What follows belongs to an exercise in optimizing a design on an open flow for small area, a short achievable clock period and few clock cycles; a production flow would make more cautious choices. Where RTL was checked, it was by simulation tests only, not by an equivalence proof against the original.

Setup of the baseline:
==> module CONV, before the edit <==
module  CONV(
	input		  clk,
	input		  reset,
	output		  busy,
	input		  ready,
	output [11:0] iaddr,
	input  [19:0] idata,
	output	 	  cwr,
	output [11:0] caddr_wr,
	output [19:0] cdata_wr,
	output	 	  crd,
	output [11:0] caddr_rd,
	input  [19:0] cdata_rd,
	output [ 2:0] csel
	);
localparam LAT = 2;    
reg        busy_r, done_r, run_r;
reg        zc_r;       
reg        prv_r;      
reg [11:0] rx_r;       
wire [11:0] ra_r = rx_r ^ 12'hfc0;
reg [ 3:0] rr_r;       
reg        rv_r;       
wire       l1_last;
assign busy  = busy_r;
assign iaddr = ra_r;
wire rlast = (rr_r == 4'd9);
always @(posedge clk or posedge reset) begin
	if (reset) begin
		busy_r    <= 1'b0;
		run_r     <= 1'b0;
		zc_r      <= 1'b1;
		prv_r     <= 1'b0;
		rx_r      <= 12'd0;       
		rr_r      <= 4'd0;
		rv_r      <= 1'b0;
	end else begin
		if (!busy_r && !done_r && ready) begin
			busy_r <= 1'b1;
			run_r  <= 1'b1;
		end
		if (l1_last) begin
			busy_r <= 1'b0;
			run_r  <= 1'b0;
		end
		if (run_r) begin
			if (rlast) begin
				rr_r  <= 4'd0;
				prv_r <= !zc_r;
				if (zc_r) begin
					zc_r <= 1'b0;
					rv_r <= (ra_r[11:6] != 6'd63);
				end else if (ra_r[5:0] == 6'd63) begin
					zc_r <= 1'b1;
					rv_r <= 1'b0;
					rx_r <= (ra_r - 12'd127) ^ 12'hfc0;    
				end else begin
					rx_r <= (ra_r - 12'd575) ^ 12'hfc0;    
					rv_r <= (ra_r[11:6] != 6'd8);
				end
			end else begin
				rr_r <= rr_r + 4'd1;
				if (!zc_r) begin
					rx_r <= (ra_r + 12'd64) ^ 12'hfc0;
					rv_r <= !(rr_r == 4'd8 && ra_r[11:6] == 6'd63);
				end
			end
		end
	end
end
reg [19:0] px [0:22];
reg        vld1;                   
integer i;
always @(posedge clk) begin
	px[0] <= rv_r ? idata : 20'd0;
	for (i = 1; i < 23; i = i + 1) px[i] <= px[i-1];
end
always @(posedge clk or posedge reset) begin
	if (reset) vld1 <= 1'b0;
	else       vld1 <= run_r && prv_r && (rr_r >= 4'd2);
end
wire [19:0] res;
convolution u_conv (
	.clk(clk),
	.t0(px[0]),  .t1(px[1]),  .t2(px[2]),
	.t3(px[10]), .t4(px[11]), .t5(px[12]),
	.t6(px[20]), .t7(px[21]), .t8(px[22]),
	.res(res)
);
reg [LAT-1:0] vpipe;
always @(posedge clk or posedge reset) begin
	if (reset) vpipe <= {LAT{1'b0}};
	else       vpipe <= {vpipe, vld1};
end
wire bnext   = vpipe[LAT-1];
reg  l0_done;
wire l0_next = bnext && !l0_done;
reg        cwr_r;
reg [ 2:0] csel_r;
reg [11:0] cad_r;
reg [19:0] cdat_r;
reg [11:0] wa_r;         
reg [ 9:0] lc_r;         
wire        l1_wr;       
wire [19:0] l1_val;
assign cwr      = cwr_r;
assign csel     = csel_r;
assign caddr_wr = cad_r;
assign cdata_wr = cdat_r;
assign l1_last  = cwr_r && done_r;
always @(posedge clk or posedge reset) begin
	if (reset) begin
		cwr_r <= 1'b0; csel_r <= 3'd1;
		wa_r <= 12'd0; l0_done <= 1'b0; lc_r <= 10'd0; done_r <= 1'b0;
	end else begin
		cwr_r <= (l0_next || l1_wr) && !done_r;
		if (l0_next) begin
			csel_r <= 3'd1;
			if (wa_r[8:6] != 3'd7) wa_r <= wa_r + 12'd64;
			else if (wa_r[5:0] == 6'd63) wa_r <= wa_r + 12'd1;
			else wa_r <= wa_r - 12'd447;
			if (wa_r == 12'd4095) l0_done <= 1'b1;
		end else begin
			csel_r <= l1_wr ? 3'd3 : 3'd1;
			if (l1_wr) begin
				lc_r <= lc_r + 10'd1;
				if (lc_r == 10'd1023) done_r <= 1'b1;
			end
		end
	end
end
always @(posedge clk) begin
	if (l0_next) begin
		cad_r  <= wa_r;
		cdat_r <= res;
	end else begin
		cad_r  <= {2'b00, lc_r[9:7], lc_r[1:0], lc_r[6:2]};
		cdat_r <= l1_val;
	end
end
reg pool_on;
always @(posedge clk or posedge reset) begin
	if (reset) pool_on <= 1'b0;
	else if (l0_next && wa_r == 12'd449) pool_on <= 1'b1;    
end
L1 u_pool (
	.clk(clk),
	.reset(reset),
	.rd_next(bnext && pool_on),
	.crd(crd),
	.caddr_rd(caddr_rd),
	.cdata_rd(cdata_rd),
	.wr(l1_wr),
	.val(l1_val)
);
endmodule
==> flow/config.mk <==
export PLATFORM = sky130hd
export DESIGN_NAME = CONV
export DESIGN_NICKNAME = CONV
export VERILOG_FILES = /design/flow/design.v
export SDC_FILE = /design/flow/constraint.sdc
export NUM_CORES = 4
export LEC_CHECK = 0
export CAP_MARGIN = 20
export CORE_MARGIN = 2
export CORE_UTILIZATION = 65
export CTS_BUF_LIST = sky130_fd_sc_hd__clkbuf_8
export CTS_CLUSTER_DIAMETER = 55
export CTS_CLUSTER_SIZE = 18
export SLEW_MARGIN = 20
export SYNTH_HIERARCHICAL = 1
export SYNTH_MINIMUM_KEEP_SIZE = 0
==> flow/constraint.sdc <==
create_clock -name core_clock -period 12.0 [get_ports {clk}]
set_input_delay 2.4000 -clock core_clock [delete_from_list [all_inputs] [get_ports {clk}]]
set_output_delay 2.4000 -clock core_clock [all_outputs]
set_load 0.01 [all_outputs]
standard.sh (not shown) runs the stock make flow with config.mk's settings and CLKGATE_MAP_FILE= SYNTH_SCRIPT=/design/flow/synth_recipe.tcl, a recipe that flattens the netlist after the stock synthesis.
==> flow/flow/run.sh <==
#!/bin/bash
# The standard layout (standard.sh), with two changes to how it is made; the
# constraints are unchanged:
#  - repair_timing aims for 8.5 ns of setup slack at the design's clock period;
#  - the port buffers that buffer_ports inserts on every input and output are buf_4 cells.
# Each tool's output is in orfs/logs/; make's own output is in make.log.
set -euo pipefail
bash standard.sh SETUP_SLACK_MARGIN=8.5 "BUFFER_PORTS_ARGS=-buffer_cell sky130_fd_sc_hd__buf_4" finish > make.log 2>&1
#### Input delta (the candidate over the baseline)
--- a/flow/design.v
+++ b/flow/design.v
@@ -2594,6 +2594,7 @@
 reg [ 3:0] rr_r;       
 reg        rv_r;       
 wire       l1_last;
+reg        pool_on;    
 assign busy  = busy_r;
 assign iaddr = ra_r;
 wire rlast = (rr_r == 4'd9);
@@ -2618,7 +2619,7 @@
 		if (run_r) begin
 			if (rlast) begin
 				rr_r  <= 4'd0;
-				prv_r <= !zc_r;
+				prv_r <= !zc_r || (ra_r[11:6] == 6'd63 && pool_on);
 				if (zc_r) begin
 					zc_r <= 1'b0;
 					rv_r <= (ra_r[11:6] != 6'd63);
@@ -2710,7 +2711,6 @@
 		cdat_r <= l1_val;
 	end
 end
-reg pool_on;
 always @(posedge clk or posedge reset) begin
 	if (reset) pool_on <= 1'b0;
 	else if (l0_next && wa_r == 12'd449) pool_on <= 1'b1;    
==> summary.txt <==
Comparing the baseline with the candidate, the area added between synthesis and finish came out essentially unchanged. Count of clock-buffer cells in the layout was higher in the candidate than in the baseline. The candidate falls short of the baseline in final period demand of the worst path. The candidate vs. the baseline: number of detailed-route iterations in the first pass went up by 3. The core of the candidate is more densely filled than that of the baseline. On area occupied by registers, the baseline and the candidate are neck and neck. [compare] base=the baseline new=the candidate: global-route usage over all layers moved up; maximum frequency moved down. Delta (the candidate minus the baseline): xor and xnor fraction of the mapped netlist area now sits at about the same level; die area now sits at about the same level. Lower number of filler cells placed in the layout was reported by the candidate, not the baseline. Clock slew at the register clock pins of the worst setup and hold paths across the baseline and the candidate: no real change.
Testbench counts of the candidate, summed over its fixed seeds: cycles 62,844.
For the baseline, only the layout was checked, not whether the RTL still works.

* * *

Setup of P:
Another version of the RTL of CONV (not shown whole).
For scale: ~2700 cells after synthesis, roughly 0.042 sq mm of cells after synthesis.
==> module L1, before the edit <==
module  L1(
	input             clk,
	input             reset,
	input             rd_next,    
	output            crd,
	output     [11:0] caddr_rd,
	input      [19:0] cdata_rd,
	input             stop,       
	output            wr,         
	output     [19:0] val,
	output     [ 9:0] addr,
	output            last        
	);
reg        crd_r, rd_d;
reg [ 2:0] qd;          
reg [19:0] rd_q;
reg [11:0] q;           
reg signed [19:0] r1, r2;
wire signed [19:0] d = rd_q;
wire signed [19:0] mx = (r2 > d) ? r2 : d;
assign crd = crd_r;
assign caddr_rd = {q[11:9], q[3], q[0], q[1], q[8:4], q[2]};
assign wr  = rd_d && (qd[2:1] == 2'd3);    
assign val = mx;
assign addr = {q[11:9], q[3], qd[0], q[8:4]};
assign last = (q[11:3] == 9'h1ff) && qd[0];
always @(posedge clk or posedge reset) begin
	if (reset) begin
		crd_r <= 1'b0; q <= 12'd0; rd_d <= 1'b0; qd <= 3'd0;
	end else begin
		crd_r <= rd_next && !stop;
		rd_d  <= crd_r;
		qd    <= q[2:0];
		if (crd_r) q[2:0] <= q[2:0] + 3'd1;
		if (wr && qd[0]) q[11:3] <= q[11:3] + 9'd1;    
	end
end
always @(posedge clk) begin
	rd_q <= cdata_rd;    
	r1 <= (qd[2:1] == 2'd0) ? d : mx;    
	r2 <= r1;
end
endmodule
==> module CONV, before the edit <==
module  CONV(
	input		  clk,
	input		  reset,
	output		  busy,
	input		  ready,
	output [11:0] iaddr,
	input  [19:0] idata,
	output	 	  cwr,
	output [11:0] caddr_wr,
	output [19:0] cdata_wr,
	output	 	  crd,
	output [11:0] caddr_rd,
	input  [19:0] cdata_rd,
	output [ 2:0] csel
	);
localparam LAT = 2;    
reg        busy_r, done_r, run_r;
reg        zc_r;       
reg        prv_r;      
reg [11:0] rx_r;       
wire [11:0] ra_r = rx_r ^ 12'hfc0;
reg [ 3:0] rr_r;       
reg        rv_r;       
wire       l1_last;
reg        pool_on;    
assign busy  = busy_r;
assign iaddr = ra_r;
wire rlast = (rr_r == 4'd9);
always @(posedge clk or posedge reset) begin
	if (reset) begin
		busy_r    <= 1'b0;
		run_r     <= 1'b0;
		zc_r      <= 1'b1;
		prv_r     <= 1'b0;
		rx_r      <= 12'd0;       
		rr_r      <= 4'd0;
		rv_r      <= 1'b0;
	end else begin
		if (!busy_r && !done_r && ready) begin
			busy_r <= 1'b1;
			run_r  <= 1'b1;
		end
		if (l1_last) begin
			busy_r <= 1'b0;
			run_r  <= 1'b0;
		end
		if (run_r) begin
			if (rlast) begin
				rr_r  <= 4'd0;
				prv_r <= !zc_r || (ra_r[11:6] == 6'd63 && pool_on);
				if (zc_r) begin
					zc_r <= 1'b0;
					rv_r <= (ra_r[11:6] != 6'd63);
				end else if (ra_r[5:0] == 6'd63) begin
					zc_r <= 1'b1;
					rv_r <= 1'b0;
					rx_r <= (ra_r - 12'd127) ^ 12'hfc0;    
				end else begin
					rx_r <= (ra_r - 12'd575) ^ 12'hfc0;    
					rv_r <= (ra_r[11:6] != 6'd8);
				end
			end else begin
				rr_r <= rr_r + 4'd1;
				if (!zc_r) begin
					rx_r <= (ra_r + 12'd64) ^ 12'hfc0;
					rv_r <= !(rr_r == 4'd8 && ra_r[11:6] == 6'd63);
				end
			end
		end
	end
end
reg [19:0] px [0:22];
reg        vld1;                   
integer i;
always @(posedge clk) begin
	px[0] <= rv_r ? idata : 20'd0;
	for (i = 1; i < 23; i = i + 1) px[i] <= px[i-1];
end
always @(posedge clk or posedge reset) begin
	if (reset) vld1 <= 1'b0;
	else       vld1 <= run_r && prv_r && (rr_r >= 4'd2);
end
wire [19:0] res;
convolution u_conv (
	.clk(clk),
	.t0(px[0]),  .t1(px[1]),  .t2(px[2]),
	.t3(px[10]), .t4(px[11]), .t5(px[12]),
	.t6(px[20]), .t7(px[21]), .t8(px[22]),
	.res(res)
);
reg [LAT-1:0] vpipe;
always @(posedge clk or posedge reset) begin
	if (reset) vpipe <= {LAT{1'b0}};
	else       vpipe <= {vpipe, vld1};
end
wire bnext   = vpipe[LAT-1];
reg  l0_done;
wire l0_next = bnext && !l0_done;
reg        cwr_r;
reg [ 2:0] csel_r;
reg [11:0] cad_r;
reg [19:0] cdat_r;
reg [11:0] wa_r;         
wire        l1_wr;       
wire [19:0] l1_val;
wire [ 9:0] l1_addr;
wire        l1_end;      
assign cwr      = cwr_r;
assign csel     = csel_r;
assign caddr_wr = cad_r;
assign cdata_wr = cdat_r;
assign l1_last  = cwr_r && done_r;
always @(posedge clk or posedge reset) begin
	if (reset) begin
		cwr_r <= 1'b0; csel_r <= 3'd1;
		wa_r <= 12'd0; l0_done <= 1'b0; done_r <= 1'b0;
	end else begin
		cwr_r <= (l0_next || l1_wr) && !done_r;
		if (l0_next) begin
			csel_r <= 3'd1;
			if (wa_r[8:6] != 3'd7) wa_r <= wa_r + 12'd64;
			else if (wa_r[5:0] == 6'd63) wa_r <= wa_r + 12'd1;
			else wa_r <= wa_r - 12'd447;
			if (wa_r == 12'd4095) l0_done <= 1'b1;
		end else begin
			csel_r <= l1_wr ? 3'd3 : 3'd1;
			if (l1_wr && l1_end) done_r <= 1'b1;
		end
	end
end
always @(posedge clk) begin
	if (l0_next) begin
		cad_r  <= wa_r;
		cdat_r <= res;
	end else begin
		cad_r  <= {2'b00, l1_addr};
		cdat_r <= l1_val;
	end
end
always @(posedge clk or posedge reset) begin
	if (reset) pool_on <= 1'b0;
	else if (l0_next && wa_r == 12'd449) pool_on <= 1'b1;    
end
L1 u_pool (
	.clk(clk),
	.reset(reset),
	.rd_next(bnext && pool_on),
	.crd(crd),
	.caddr_rd(caddr_rd),
	.cdata_rd(cdata_rd),
	.stop(done_r),
	.wr(l1_wr),
	.val(l1_val),
	.addr(l1_addr),
	.last(l1_end)
);
endmodule
clock: 12.0 ns
lec_check: 0
cap_margin: 20
core_margin: 2
core_utilization: 65
cts_buf_list: sky130_fd_sc_hd__clkbuf_16
cts_cluster_diameter: 80
cts_cluster_size: 30
slew_margin: 20
synth_hierarchical: 1
synth_minimum_keep_size: 0
==> flow/flow/run.sh <==
#!/bin/bash
# The standard layout (standard.sh), with two changes to how it is made; the
# constraints are unchanged:
#  - repair_timing aims for 8.4 ns of setup slack at the design's clock period;
#  - the port buffers that buffer_ports inserts on every input and output are buf_4 cells.
# Each tool's output is in orfs/logs/; make's own output is in make.log.
set -euo pipefail
bash standard.sh SETUP_SLACK_MARGIN=8.4 "BUFFER_PORTS_ARGS=-buffer_cell sky130_fd_sc_hd__buf_4" finish > make.log 2>&1
Testbench counts of P, summed over its fixed seeds: cycles 62,844.
Changes in Q relative to P:
--- a/flow/design.v
+++ b/flow/design.v
@@ -2520,36 +2520,34 @@
 	input             rd_next,    
 	output            crd,
 	output     [11:0] caddr_rd,
 	input      [19:0] cdata_rd,
-	input             stop,       
 	output            wr,         
-	output     [19:0] val,
-	output     [ 9:0] addr,
-	output            last        
+	output     [19:0] val
 	);
 reg        crd_r, rd_d;
 reg [ 2:0] qd;          
 reg [19:0] rd_q;
 reg [11:0] q;           
+reg        qdone;
 reg signed [19:0] r1, r2;
 wire signed [19:0] d = rd_q;
 wire signed [19:0] mx = (r2 > d) ? r2 : d;
 assign crd = crd_r;
 assign caddr_rd = {q[11:9], q[3], q[0], q[1], q[8:4], q[2]};
 assign wr  = rd_d && (qd[2:1] == 2'd3);    
 assign val = mx;
-assign addr = {q[11:9], q[3], qd[0], q[8:4]};
-assign last = (q[11:3] == 9'h1ff) && qd[0];
 always @(posedge clk or posedge reset) begin
 	if (reset) begin
-		crd_r <= 1'b0; q <= 12'd0; rd_d <= 1'b0; qd <= 3'd0;
+		crd_r <= 1'b0; q <= 12'd0; qdone <= 1'b0; rd_d <= 1'b0; qd <= 3'd0;
 	end else begin
-		crd_r <= rd_next && !stop;
+		crd_r <= rd_next && !qdone;
 		rd_d  <= crd_r;
 		qd    <= q[2:0];
-		if (crd_r) q[2:0] <= q[2:0] + 3'd1;
-		if (wr && qd[0]) q[11:3] <= q[11:3] + 9'd1;    
+		if (crd_r) begin
+			q <= q + 12'd1;
+			if (q == 12'd4095) qdone <= 1'b1;
+		end
 	end
 end
 always @(posedge clk) begin
 	rd_q <= cdata_rd;    
@@ -2660,21 +2658,20 @@
 reg [ 2:0] csel_r;
 reg [11:0] cad_r;
 reg [19:0] cdat_r;
 reg [11:0] wa_r;         
+reg [ 9:0] lc_r;         
 wire        l1_wr;       
 wire [19:0] l1_val;
-wire [ 9:0] l1_addr;
-wire        l1_end;      
 assign cwr      = cwr_r;
 assign csel     = csel_r;
 assign caddr_wr = cad_r;
 assign cdata_wr = cdat_r;
 assign l1_last  = cwr_r && done_r;
 always @(posedge clk or posedge reset) begin
 	if (reset) begin
 		cwr_r <= 1'b0; csel_r <= 3'd1;
-		wa_r <= 12'd0; l0_done <= 1'b0; done_r <= 1'b0;
+		wa_r <= 12'd0; l0_done <= 1'b0; lc_r <= 10'd0; done_r <= 1'b0;
 	end else begin
 		cwr_r <= (l0_next || l1_wr) && !done_r;
 		if (l0_next) begin
 			csel_r <= 3'd1;
@@ -2683,18 +2680,21 @@
 			else wa_r <= wa_r - 12'd447;
 			if (wa_r == 12'd4095) l0_done <= 1'b1;
 		end else begin
 			csel_r <= l1_wr ? 3'd3 : 3'd1;
-			if (l1_wr && l1_end) done_r <= 1'b1;
+			if (l1_wr) begin
+				lc_r <= lc_r + 10'd1;
+				if (lc_r == 10'd1023) done_r <= 1'b1;
+			end
 		end
 	end
 end
 always @(posedge clk) begin
 	if (l0_next) begin
 		cad_r  <= wa_r;
 		cdat_r <= res;
 	end else begin
-		cad_r  <= {2'b00, l1_addr};
+		cad_r  <= {2'b00, lc_r[9:7], lc_r[1:0], lc_r[6:2]};
 		cdat_r <= l1_val;
 	end
 end
 always @(posedge clk or posedge reset) begin
@@ -2707,11 +2707,8 @@
 	.rd_next(bnext && pool_on),
 	.crd(crd),
 	.caddr_rd(caddr_rd),
 	.cdata_rd(cdata_rd),
-	.stop(done_r),
 	.wr(l1_wr),
-	.val(l1_val),
-	.addr(l1_addr),
-	.last(l1_end)
+	.val(l1_val)
 );
 endmodule
- Between Q and P, starting utilization of the core area is lower for P, Q comes in above that.
- Comparing Q and P, buffer count excluding the clock tree in the final layout is higher on Q.
- Compared Q vs P, and transition at the pin with the smallest max-transition slack is down in Q.
- When Q is set beside P, its first-pass GRT wire length turns out to be about 2% smaller.
- Maximum frequency: Q vs P up about 0.6%
- Compared with P, Q shows a sequential fraction of the synthesis area that is 0.31 points higher.
- Delta (Q minus P): sequential cell count higher; length of routed met2 wiring lower.
- Compared with P, Q shows synthesized area that has gone up slightly.
No functional check of the RTL was part of Q.

## afterwards: timing with drivers on the ports
How much do the figures lean on ideal ports? The routed layouts below were timed once more, with nothing changed but the port constraints.
Step 1 sets driving cells, clkbuf_16 on the clock port and buf_2 on the other inputs (assumed; they add their load-dependent delay and slew).
Step 2 adds t to the input delays and takes it off the output delays; t is the mean of the earliest and latest rising clock arrival at the registers after step 1. Input paths then give back, and output paths get back, about the clock's delay inside the block.
Slacks: no drivers / after step 1 / after step 2; pairs: no drivers / after step 1.
run | t (ns) | setup slack, ns | clock arrival spread, ns | worst register clock-pin slew, ns | cell pins on the clock port's net
the baseline | 0.747 | 8.305 / 8.245 / 8.513 | 0.046 / 0.046 | 0.11 / 0.11 | 1
the candidate | 0.753 | 8.280 / 8.220 / 8.479 | 0.047 / 0.048 | 0.11 / 0.11 | 1
P | 0.690 | 8.349 / 8.279 / 8.378 | 0.037 / 0.037 | 0.12 / 0.12 | 1
Q | 0.666 | 8.372 / 8.308 / 8.415 | 0.035 / 0.036 | 0.11 / 0.11 | 1
After both steps setup and hold are still met in every run listed.
